Background: an optimization exercise with open tools, aiming at small area. Do not read the settings as production practice.
At most, simulation tests tie the RTL to the original design; equivalence was not proved.
No activity file was given, so power comes from the tool's default toggle rates.

== lane 3 ==
## cmd_int
module cmd_int(
input    wire        i_clk,
input    wire        i_rst,
input    wire        i_data_valid,
input    wire [7:0]  i_data,
output   reg         o_buff_en,
output   wire        o_data_valid,
output   wire [7:0]  o_data,
output   wire        o_srst,
output   wire        o_pgrm_icap,
output   wire [26:0] o_ddr_strt_addr,
output   wire [19:0] o_trans_len,
output   wire        o_load,
input    wire  [19:0]i_icap_clk_cnt,
input    wire  [19:0]i_total_clk_cnt,
input    wire        i_uart_tx_buffer_full,
input    wire        i_dma_done,
output   wire        o_pr_reset
);
==> flow/config.mk <==
export PLATFORM = sky130hd
export DESIGN_NAME = cmd_int
export DESIGN_NICKNAME = cmd_int
export VERILOG_FILES = /design/flow/design.v
export SDC_FILE = /design/flow/constraint.sdc
export NUM_CORES = 8
export LEC_CHECK = 0
export CAP_MARGIN = 20
export CORE_MARGIN = 2
export CORE_UTILIZATION = 70
export PLACE_DENSITY = 0.8
export SLEW_MARGIN = 20
==> flow/constraint.sdc <==
create_clock -name core_clock -period 5.0 [get_ports {i_clk}]
set_input_delay 1.0000 -clock core_clock [delete_from_list [all_inputs] [get_ports {i_clk}]]
set_output_delay 1.0000 -clock core_clock [all_outputs]
set_load 0.01 [all_outputs]
standard.sh (not shown) runs the stock make flow with config.mk's settings and CLKGATE_MAP_FILE= SYNTH_SCRIPT=/design/flow/synth_recipe.tcl, a recipe that flattens the netlist after the stock synthesis.
==> flow/flow/run.sh <==
#!/bin/bash
# Own layout flow: the standard ORFS flow (standard.sh, unchanged synthesis),
# with two layout settings that ORFS reads from the environment:
#  - the port buffers that buffer_ports inserts use the smallest buffer cell
#    (every input and output port still gets its own buffer);
#  - clock tree synthesis without dummy loads, with the clustering given below.
set -euo pipefail
export BUFFER_PORTS_ARGS="-buffer_cell sky130_fd_sc_hd__buf_1"
export CTS_ARGS="-sink_clustering_enable -repair_clock_nets -dont_use_dummy_load -buf_list {sky130_fd_sc_hd__clkbuf_2 sky130_fd_sc_hd__clkbuf_4 sky130_fd_sc_hd__clkbuf_8} -root_buf sky130_fd_sc_hd__clkbuf_8 -sink_clustering_buffer sky130_fd_sc_hd__clkbuf_4 -sink_clustering_size 12 -sink_clustering_max_diameter 40"
bash standard.sh finish > flow_standard.log 2>&1
--- input diff lane 3..lane 4 ---
# lane 3
export LEC_CHECK = 0
export CAP_MARGIN = 20
export CORE_MARGIN = 2
export CORE_UTILIZATION = 70
export PLACE_DENSITY = 0.8
export SLEW_MARGIN = 20
create_clock -name core_clock -period 5.0 [get_ports {i_clk}]
# lane 4
export LEC_CHECK = 0
export CAP_MARGIN = 20
export CORE_MARGIN = 2
export CORE_UTILIZATION = 75
export PLACE_DENSITY = 0.8
export SLEW_MARGIN = 20
create_clock -name core_clock -period 5.0 [get_ports {i_clk}]
==> flow/flow/run.sh <==
#!/bin/bash
# Own layout flow: the standard ORFS flow (standard.sh, unchanged synthesis),
# with two layout settings that ORFS reads from the environment:
#  - the port buffers that buffer_ports inserts use the smallest buffer cell
#    (every input and output port still gets its own buffer);
#  - clock tree synthesis without dummy loads, with the clustering given below.
set -euo pipefail
export BUFFER_PORTS_ARGS="-buffer_cell sky130_fd_sc_hd__buf_1"
export CTS_ARGS="-sink_clustering_enable -repair_clock_nets -dont_use_dummy_load -buf_list sky130_fd_sc_hd__clkbuf_4 -sink_clustering_size 10 -sink_clustering_max_diameter 40"
bash standard.sh finish > flow_standard.log 2>&1
--- outcome ---
- Taking lane 3 as the reference point, the overall die height of lane 4 falls by 3.3%.
- Run comparison: lane 3 end point of the critical path o_trans_len[12]; lane 4 end point of the critical path o_trans_len[10]
- On lane 4: routing usage on met2 is 9.4 points higher than what lane 3 gave.
- Delta (lane 4 minus lane 3): aggregate global-route resource usage climbed 6.9 points; core footprint lower.
- Start point of the critical path: sel[2] -> lane 4, sel[0] -> lane 3
- | total power divided by cell area | lane 4 vs lane 3 | 3.0% higher |
- In lane 4, the total cell area at the placement stage came out 75 um2 below the value in lane 3.
- Lane 4 ended up with a higher final routed wirelength across all metal layers than lane 3 did.

cmd_int, a different RTL version from the one above (not shown whole).
Size in the first run: about 280 flip-flops.
Settings: LEC_CHECK=0, CAP_MARGIN=20, CORE_MARGIN=2, CORE_UTILIZATION=70, GPL_TIMING_DRIVEN=0, PLACE_DENSITY=0.8, SLEW_MARGIN=20; clock period 5.0 ns.
==> flow/flow/run.sh <==
#!/bin/bash
# Own layout flow: the standard ORFS flow (standard.sh, unchanged synthesis),
# with two layout settings that ORFS reads from the environment:
#  - the port buffers that buffer_ports inserts use the smallest buffer cell
#    (every input and output port still gets its own buffer);
#  - clock tree synthesis without dummy loads, with the clustering given below.
set -euo pipefail
export BUFFER_PORTS_ARGS="-buffer_cell sky130_fd_sc_hd__buf_1"
export CTS_ARGS="-sink_clustering_enable -repair_clock_nets -dont_use_dummy_load -buf_list sky130_fd_sc_hd__clkbuf_4 -sink_clustering_size 10 -sink_clustering_max_diameter 30"
bash standard.sh finish > flow_standard.log 2>&1
The first run went through all stages and came out clean.
Rerun with:
Settings changed: CORE_UTILIZATION 70 to 80, GPL_TIMING_DRIVEN 0 to unset, PLACE_DENSITY 0.8 to 0.9.
Worst setup slack is better by 0.17 ns.
Power hardly moves.
Synthesized cell count does not change.
Final cell count decreases by 6.8%.
Routed wire length increases by 0.51%.
Critical path depth decreases by 2.
Clock power is about the same.
Final area decreases by 2.0%.
Non-clock buffer count decreases by 53.
Via count increases by 1.5%.
Rerun with:
Settings changed: CORE_UTILIZATION 80 to 70, PLACE_DENSITY 0.9 to 0.8.
Global-route usage decreases by 5.8 points; total power fell by 0.75%; wire length decreases by 7.2%; via count drops by 4.6%; combinational power fell by about 3%; worst setup slack gets better by 0.040 ns; worst hold slack hardly moves; final area hardly moves; area after synthesis is unchanged; final cell count rises by 2.8%; clock power hardly moves.
Rerun with:
Settings changed: GPL_ROUTABILITY_DRIVEN set to 0, GPL_TIMING_DRIVEN set to 0.
=> Critical path depth climbs by 2; via count grows by a few percent; core utilization grows by 1.1 points; maximum frequency shrinks by a few percent; clock-buffer cell count went up by 3; clock skew shrinks by 0.036 ns.
No run of this note included a check of the RTL's function; only the layout flow was run.

==> afterwards: timing with drivers on the ports <==
No port has a modelled driver above. Below, the same layouts with a new extraction and two added sets of constraints.
Step 1 assumes that a clkbuf_16 drives the clock port and a buf_2 every other input.
Step 2 times the ports against the registers' clock, not the clock port: input delays grow and output delays shrink by t, the midpoint of the rising clock arrivals with the driver on.
a / b / c = no drivers / after step 1 / after step 2; a / b = the first two.
| run | t (ns) | slack for setup (ns) | worst slew at a driven data input, ns | pins driven straight from the clock port |
|---|---|---|---|---|
| lane 3 | 0.559 | 1.278 / 1.232 / 1.405 | 0.04 | 1 |
| lane 4 | 0.631 | 1.072 / 1.030 / 1.388 | 0.07 | 1 |
| the first run of note 2 | 0.669 | 0.921 / 0.878 / 1.018 | 0.04 | 1 |
| the second run of note 2 | 0.650 | 1.096 / 1.055 / 1.396 | 0.04 | 1 |
| the third run of note 2 | 0.634 | 1.135 / 1.097 / 1.355 | 0.04 | 1 |
| the fourth run of note 2 | 0.648 | 0.916 / 0.882 / 1.108 | 0.04 | 1 |
After both steps every run listed still meets setup and hold.
